This design comes from an exercise in tuning for small area, a short achievable clock period and few clock cycles per item on the open sky130 flow, not from production work. The RTL was checked by simulation tests, not by an equivalence proof against the original design.

## alpha
==> flow/design.v (excerpt) <==
module alu32 #(
  parameter K = 2      
) (
input clk,
input reset,
input start,
input [31:0] A,
input [31:0] B,
input [2:0] S,
output done,
output [31:0] R
);
Size: ~1800 cells after synthesis, about 41 flip-flops.
==> flow/config.mk <==
export PLATFORM = sky130hd
export DESIGN_NAME = alu32
export DESIGN_NICKNAME = alu32
export VERILOG_FILES = /design/flow/design.v
export SDC_FILE = /design/flow/constraint.sdc
export NUM_CORES = 4
export LEC_CHECK = 0
export ABC_AREA = 1
export CAP_MARGIN = 20
export CORE_MARGIN = 2
export CORE_UTILIZATION = 55
export CTS_BUF_LIST = sky130_fd_sc_hd__clkbuf_4 sky130_fd_sc_hd__clkbuf_8
export PLACE_DENSITY = 0.75
export SLEW_MARGIN = 20
==> flow/constraint.sdc <==
create_clock -name core_clock -period 24.0 [get_ports {clk}]
set_input_delay 4.8000 -clock core_clock [delete_from_list [all_inputs] [get_ports {clk}]]
set_output_delay 4.8000 -clock core_clock [all_outputs]
set_load 0.01 [all_outputs]
standard.sh (not shown) runs the stock make flow with config.mk's settings and CLKGATE_MAP_FILE= SYNTH_SCRIPT=/design/flow/synth_recipe.tcl, a recipe that flattens the netlist after the stock synthesis.
==> flow/flow/run.sh <==
#!/bin/bash
# The standard layout, with plain buf_2 port buffers, and timing repair
# aiming past the period.
set -euo pipefail
export BUFFER_PORTS_ARGS="-buffer_cell sky130_fd_sc_hd__buf_2"
export SETUP_SLACK_MARGIN=11.5
bash standard.sh > standard_flow.log 2>&1
Testbench counts of alpha, summed over its fixed seeds: cycles 5,650, mods 1,200.
> inputs changed (alpha -> beta)
# alpha
export LEC_CHECK = 0
export ABC_AREA = 1
export CAP_MARGIN = 20
export CORE_MARGIN = 2
export CORE_UTILIZATION = 55
export CTS_BUF_LIST = sky130_fd_sc_hd__clkbuf_4 sky130_fd_sc_hd__clkbuf_8
export PLACE_DENSITY = 0.75
export SLEW_MARGIN = 20
create_clock -name core_clock -period 24.0 [get_ports {clk}]
# beta
export LEC_CHECK = 0
export ABC_AREA = 1
export CAP_MARGIN = 20
export CORE_MARGIN = 2
export CORE_UTILIZATION = 55
export SLEW_MARGIN = 20
create_clock -name core_clock -period 24.0 [get_ports {clk}]
## What came out
- On beta: total wirelength of the detailed-routed design is 1900 µm higher than what alpha gave.
- Between beta and alpha, the fraction of the mapped netlist area in compound gates does not differ in any meaningful way.
- Of beta and alpha, alpha shows the lower utilization, with beta above it.
- Cmp beta and alpha / via count / lower: alpha
- On number of cells on the worst reg-to-reg path: between beta and alpha, it ends up lower for alpha.
- Reported for beta and alpha, number of different library cells in the post-synthesis netlist turned out identical to the last digit.
--- input diff beta..gamma ---
diff --git a/flow/flow/run.sh b/flow/flow/run.sh
--- a/flow/flow/run.sh
+++ b/flow/flow/run.sh
@@ -6 +6 @@
-export SETUP_SLACK_MARGIN=11.5
+export SETUP_SLACK_MARGIN=12.2
Notes after the runs:
- Clock transition time at the flip-flop clock pins of the worst setup and hold paths delta (beta -> gamma): insignificant
- Across both runs, finished layout cell area was higher for gamma than for beta.
- When gamma is measured against beta, its time the worst path needs with I/O delays and setup turns out 0.018 ns lower.
Modified inputs, delta compared to gamma
# gamma
export LEC_CHECK = 0
export ABC_AREA = 1
export CAP_MARGIN = 20
export CORE_MARGIN = 2
export CORE_UTILIZATION = 55
export SLEW_MARGIN = 20
create_clock -name core_clock -period 24.0 [get_ports {clk}]
# delta
export LEC_CHECK = 0
export ABC_AREA = 1
export CAP_MARGIN = 20
export CORE_MARGIN = 2
export CORE_UTILIZATION = 55
export CTS_BUF_LIST = sky130_fd_sc_hd__clkbuf_4 sky130_fd_sc_hd__clkbuf_8
export SLEW_MARGIN = 20
create_clock -name core_clock -period 24.0 [get_ports {clk}]
diff --git a/flow/flow/run.sh b/flow/flow/run.sh
--- a/flow/flow/run.sh
+++ b/flow/flow/run.sh
@@ -6 +6 @@
-export SETUP_SLACK_MARGIN=12.2
+export SETUP_SLACK_MARGIN=11.0
[summary]
gamma → delta: timing-limited maximum frequency now smaller; routed wire length moved down; ratio of final minimum period to clock period now sits higher; number of levels the H-tree was split into stayed essentially flat.


== run C ==
alu32, a different RTL version from the one above (not shown whole).
Size: about 1800 cells after synthesis, roughly 38 flip-flops, ~100 I/O pins.
export LEC_CHECK = 0
export ABC_AREA = 1
export CAP_MARGIN = 20
export CORE_MARGIN = 2
export CORE_UTILIZATION = 55
export SLEW_MARGIN = 20
create_clock -name core_clock -period 24.0 [get_ports {clk}]
run.sh (not shown) runs the stock make flow with config.mk's settings and CLKGATE_MAP_FILE= SYNTH_SCRIPT=/design/flow/synth_recipe.tcl, a recipe that flattens the netlist after the stock synthesis.
Stock flow here: none of the scripts above is used.
Testbench counts of run C, summed over its fixed seeds: cycles 5,118, mods 1,200.
Input-level comparison between run D and run C:
# run C
export LEC_CHECK = 0
export ABC_AREA = 1
export CAP_MARGIN = 20
export CORE_MARGIN = 2
export CORE_UTILIZATION = 55
export SLEW_MARGIN = 20
create_clock -name core_clock -period 24.0 [get_ports {clk}]
# run D
export LEC_CHECK = 0
export CAP_MARGIN = 20
export CORE_MARGIN = 2
export CORE_UTILIZATION = 40
export SLEW_MARGIN = 20
create_clock -name core_clock -period 24.0 [get_ports {clk}]
[summary]
Run D was carried through to the last stage, and its layout satisfied the timing, DRC and antenna checks. On number of max-slew violations in the final report, run D and run C are basically level. [run D] area growth from synthesis to layout rose 1.8 points relative to run C. Between run D and run C, the clock tree skew after final layout figures differ only marginally. Diff run C..run D | via count of the routed design | negligible. Between run D and run C, the share of cell area taken by muxes after synthesis is lower for run C.


red:
The RTL this note starts from:
==> flow/design.v <==
module alu_logic (
input  [31:0] A,
input  [31:0] B,
input  [2:0]  S,
output [31:0] sum,
output [31:0] lres
);
  wire        sub = ~S[0];    
  wire [31:0] bx  = B ^ {32{sub}};
  wire [31:0] g0  = A & bx;
  wire [31:0] p0  = A ^ bx;
  reg  [31:0] G, P;
  integer l, i;
  always @* begin
    G = g0; P = p0;
    G[0] = g0[0] | (p0[0] & sub);
    for (l = 0; l < 5; l = l + 1)
      for (i = 0; i < 32; i = i + 1)
        if ((i >> l) & 1) begin
          G[i] = G[i] | (P[i] & G[((i >> l) << l) - 1]);
          P[i] = P[i] & P[((i >> l) << l) - 1];
        end
  end
  wire [31:0] c  = {G[30:0], sub};
  wire [31:0] s  = p0 ^ c;
  wire        slt = (S[1:0] == 2'b00);
  assign sum = slt ? {31'd0, s[31]} : s;
  wire [31:0] o = p0 | g0;
  assign lres = S[1] ? (S[0] ? ~o : ~p0) : (S[0] ? o : A & ~g0);
endmodule
module mod_msb (
input  [31:0] x,
output [4:0]  m
);
  wire [15:0] v1, p1;
  wire [7:0]  v2;
  wire [15:0] p2;
  wire [3:0]  v3;
  wire [11:0] p3;
  wire [1:0]  v4;
  wire [7:0]  p4;
  genvar i;
  generate
    for (i = 0; i < 16; i = i + 1) begin : l1
      assign v1[i] = x[2*i+1] | x[2*i];
      assign p1[i] = x[2*i+1];
    end
    for (i = 0; i < 8; i = i + 1) begin : l2
      assign v2[i] = v1[2*i+1] | v1[2*i];
      assign p2[2*i+1:2*i] = {v1[2*i+1], v1[2*i+1] ? p1[2*i+1] : p1[2*i]};
    end
    for (i = 0; i < 4; i = i + 1) begin : l3
      assign v3[i] = v2[2*i+1] | v2[2*i];
      assign p3[3*i+2:3*i] = {v2[2*i+1], v2[2*i+1] ? p2[4*i+3:4*i+2] : p2[4*i+1:4*i]};
    end
    for (i = 0; i < 2; i = i + 1) begin : l4
      assign v4[i] = v3[2*i+1] | v3[2*i];
      assign p4[4*i+3:4*i] = {v3[2*i+1], v3[2*i+1] ? p3[6*i+5:6*i+3] : p3[6*i+2:6*i]};
    end
  endgenerate
  assign m = {v4[1], v4[1] ? p4[7:4] : p4[3:0]};
endmodule
module mod_step (
input  [31:0] r,
input         a,
input  [31:0] b,
output [31:0] y
);
  wire [32:0] x = {r, a};
  wire [32:0] nb = {1'b1, ~b};
  wire [32:0] g0 = x & nb;
  wire [32:0] p0 = x ^ nb;
  reg  [32:0] G, P;
  integer l, i;
  always @* begin
    G = g0; P = p0;
    G[0] = g0[0] | p0[0];
    for (l = 1; l < 33; l = l * 2)
      for (i = 2*l - 1; i < 33; i = i + 2*l) begin
        G[i] = G[i] | (P[i] & G[i-l]);
        P[i] = P[i] & P[i-l];
      end
    for (l = 16; l >= 1; l = l / 2)
      for (i = 3*l - 1; i < 33; i = i + 2*l) begin
        G[i] = G[i] | (P[i] & G[i-l]);
        P[i] = P[i] & P[i-l];
      end
  end
  wire [32:0] c = {G[31:0], 1'b1};
  wire nob = G[32];    
  wire [31:0] d = p0[31:0] ^ c[31:0];
  assign y = nob ? d : x[31:0];
endmodule
module alu32 (
input clk,
input reset,
input start,
input [31:0] A,
input [31:0] B,
input [2:0] S,
output done,
output [31:0] R
);
  wire [31:0] sum;
  wire [31:0] lres;
  alu_logic u_alu (.A(A), .B(B), .S(S), .sum(sum), .lres(lres));
  wire [4:0] la, lb;
  mod_msb ua (.x(A), .m(la));
  mod_msb ub (.x(B), .m(lb));
  wire [5:0] df = {1'b0, la} - {1'b0, lb};
  wire [4:0] gs = df[5] ? 5'd0 : ((df[4:0] + 5'd1) >> 1) | {df[4:0] == 5'd31, 4'd0};
  reg          busy;
  reg          done_r;
  reg [4:0]    g;
  reg [31:0]   rem;
  wire        first = ~busy & ~done_r;
  wire [4:0]  gc    = first ? gs : g;
  wire [65:0] a_sh  = {32'd0, A, 2'b00} >> {gc, 1'b0};
  reg  [1:0]  c_r;     
  wire [31:0] y1, y;
  mod_step u1 (.r(rem), .a(c_r[1]), .b(B), .y(y1));
  mod_step u2 (.r(first ? {1'b0, a_sh[33:3]} : y1), .a(first ? a_sh[2] : c_r[0]), .b(B), .y(y));
  always @(posedge clk or posedge reset) begin
    if (reset) begin
      busy <= 1'b0; done_r <= 1'b0;
    end else if (!start) begin
      busy <= 1'b0; done_r <= 1'b0;
    end else if (!done_r) begin
      if (gc == 5'd0) begin busy <= 1'b0; done_r <= 1'b1; end
      else busy <= 1'b1;
    end
  end
  always @(posedge clk) begin
    g   <= gc - 5'd1;
    c_r <= a_sh[1:0];
    if (start && !done_r) rem <= y;
  end
  assign done = done_r;
  assign R = (S == 3'b111) ? rem : (S[2] ? sum : lres);
endmodule
clock: 24.0 ns
lec_check: 0
abc_area: 1
cap_margin: 20
core_margin: 2
core_utilization: 55
cts_buf_list: sky130_fd_sc_hd__clkbuf_4 sky130_fd_sc_hd__clkbuf_8
place_density: 0.75
slew_margin: 20
standard.sh (not shown) runs the stock make flow with config.mk's settings and CLKGATE_MAP_FILE= SYNTH_SCRIPT=/design/flow/synth_recipe.tcl, a recipe that flattens the netlist after the stock synthesis.
==> flow/flow/run.sh <==
#!/bin/bash
set -euo pipefail
export BUFFER_PORTS_ARGS="-buffer_cell sky130_fd_sc_hd__buf_2"
export SETUP_SLACK_MARGIN=11.0
bash standard.sh > standard_flow.log 2>&1
red finished end to end and its layout was clean on timing, DRC and antenna.
Testbench counts of red, summed over its fixed seeds: cycles 5,650, mods 1,200.
Input-level comparison between blue and red:
==> flow/flow/run.sh <==
#!/bin/bash
set -euo pipefail
export BUFFER_PORTS_ARGS="-buffer_cell sky130_fd_sc_hd__buf_2"
export SETUP_SLACK_MARGIN=11.8
bash standard.sh > standard_flow.log 2>&1
diff --git a/flow/config.mk b/flow/config.mk
--- a/flow/config.mk
+++ b/flow/config.mk
@@ -11,4 +11,3 @@
 export CORE_UTILIZATION = 55
 export CTS_BUF_LIST = sky130_fd_sc_hd__clkbuf_4 sky130_fd_sc_hd__clkbuf_8
-export PLACE_DENSITY = 0.75
 export SLEW_MARGIN = 20
| highest attainable clock frequency | blue vs red | 5.4% higher |. [blue] fraction of area in multi-input gates fell 1.3 points relative to red. blue and red ended up with nearly the same net count after synthesis. Placed cell area: red vs blue, no meaningful difference.
#### Input delta (green over blue)
==> flow/flow/run.sh <==
#!/bin/bash
set -euo pipefail
export BUFFER_PORTS_ARGS="-buffer_cell sky130_fd_sc_hd__buf_2"
export SETUP_SLACK_MARGIN=11.5
bash standard.sh > standard_flow.log 2>&1
diff --git a/flow/config.mk b/flow/config.mk
--- a/flow/config.mk
+++ b/flow/config.mk
@@ -9,5 +9,5 @@
 export CAP_MARGIN = 20
 export CORE_MARGIN = 2
-export CORE_UTILIZATION = 55
+export CORE_UTILIZATION = 62
 export CTS_BUF_LIST = sky130_fd_sc_hd__clkbuf_4 sky130_fd_sc_hd__clkbuf_8
 export SLEW_MARGIN = 20
[summary]
- The run showing the greater slew at the pin with the worst max-slew slack is blue.
- A cell with the largest stage delay on the worst path of sky130_fd_sc_hd__fa_2 is what green shows, while sky130_fd_sc_hd__fa_1 belongs to blue.
- In green, the largest net degree at the start of global routing came out 6 above the value in blue.
- blue vs green, end point of the critical path: R[17] vs R[16]
- STATUS die area: green wins against blue
- Compared with blue, green shows a higher combined global-route utilization of all metal layers.
--- input diff green..orange ---
diff --git a/flow/config.mk b/flow/config.mk
--- a/flow/config.mk
+++ b/flow/config.mk
@@ -9,5 +9,5 @@
 export CAP_MARGIN = 20
 export CORE_MARGIN = 2
-export CORE_UTILIZATION = 62
+export CORE_UTILIZATION = 55
 export CTS_BUF_LIST = sky130_fd_sc_hd__clkbuf_4 sky130_fd_sc_hd__clkbuf_8
 export SLEW_MARGIN = 20
Notes after the runs:
Going from green to orange, cell area after layout saw little to no change; met2 global-route usage has decreased; post-route met1 wirelength grew by 9.6%.
### orange -> purple
diff --git a/flow/config.mk b/flow/config.mk
--- a/flow/config.mk
+++ b/flow/config.mk
@@ -11,3 +11,4 @@
 export CORE_UTILIZATION = 55
 export CTS_BUF_LIST = sky130_fd_sc_hd__clkbuf_4 sky130_fd_sc_hd__clkbuf_8
+export PLACE_DENSITY = 0.75
 export SLEW_MARGIN = 20
Notes after the runs:
Per the final summary, purple finished and its layout is clean on timing, DRC and antenna. Of orange and purple, purple shows the lower overall track demand over capacity in global routing, with orange above it. purple against orange: finished layout cell area went up 0.44%, sequential share of layout area held, worst setup slack before clock tree synthesis went down 0.33 ns. Status: wire length of the first global-routing pass parity (orange, purple). Via count: purple vs orange — no meaningful difference.

==> re-timing with driven ports <==
No port has a modelled driver above. Below, the same layouts with a new extraction and two added sets of constraints.
Step 1 assumes that a clkbuf_16 drives the clock port and a buf_2 every other input.
Step 2, shift: input delay + t, output delay - t, t = (earliest + latest rising clock arrival at the registers) / 2. This alone moves slack from input paths to output paths.
Three values: no drivers, after step 1, after step 2; two values: the first two.
run | shift t [ns] | setup slack, ns | worst setup path after step 2 | worst data-port slew with drivers (ns)
alpha | 0.345 | 11.458 / 11.389 / 11.389 | input to output | 0.07
beta | 0.339 | 11.514 / 11.461 / 11.461 | input to output | 0.07
gamma | 0.342 | 11.532 / 11.489 / 11.489 | input to output | 0.06
delta | 0.351 | 11.181 / 11.158 / 11.158 | input to output | 0.06
run C | 0.325 | 6.442 / 6.459 / 6.134 | input to register | 0.04
run D | 0.324 | 5.979 / 5.988 / 5.665 | input to register | 0.05
red | 0.353 | 11.170 / 11.146 / 11.146 | input to output | 0.04
blue | 0.353 | 11.822 / 11.752 / 11.752 | input to output | 0.07
green | 0.347 | 11.646 / 11.624 / 11.624 | input to output | 0.03
orange | 0.355 | 11.712 / 11.681 / 11.681 | input to output | 0.04
purple | 0.357 | 11.661 / 11.638 / 11.638 | input to output | 0.03
After both steps every run listed still meets setup and hold. For run D, which loses most, drivers alone change the setup slack by +0.009 ns; drivers and shift together by -0.314 ns.
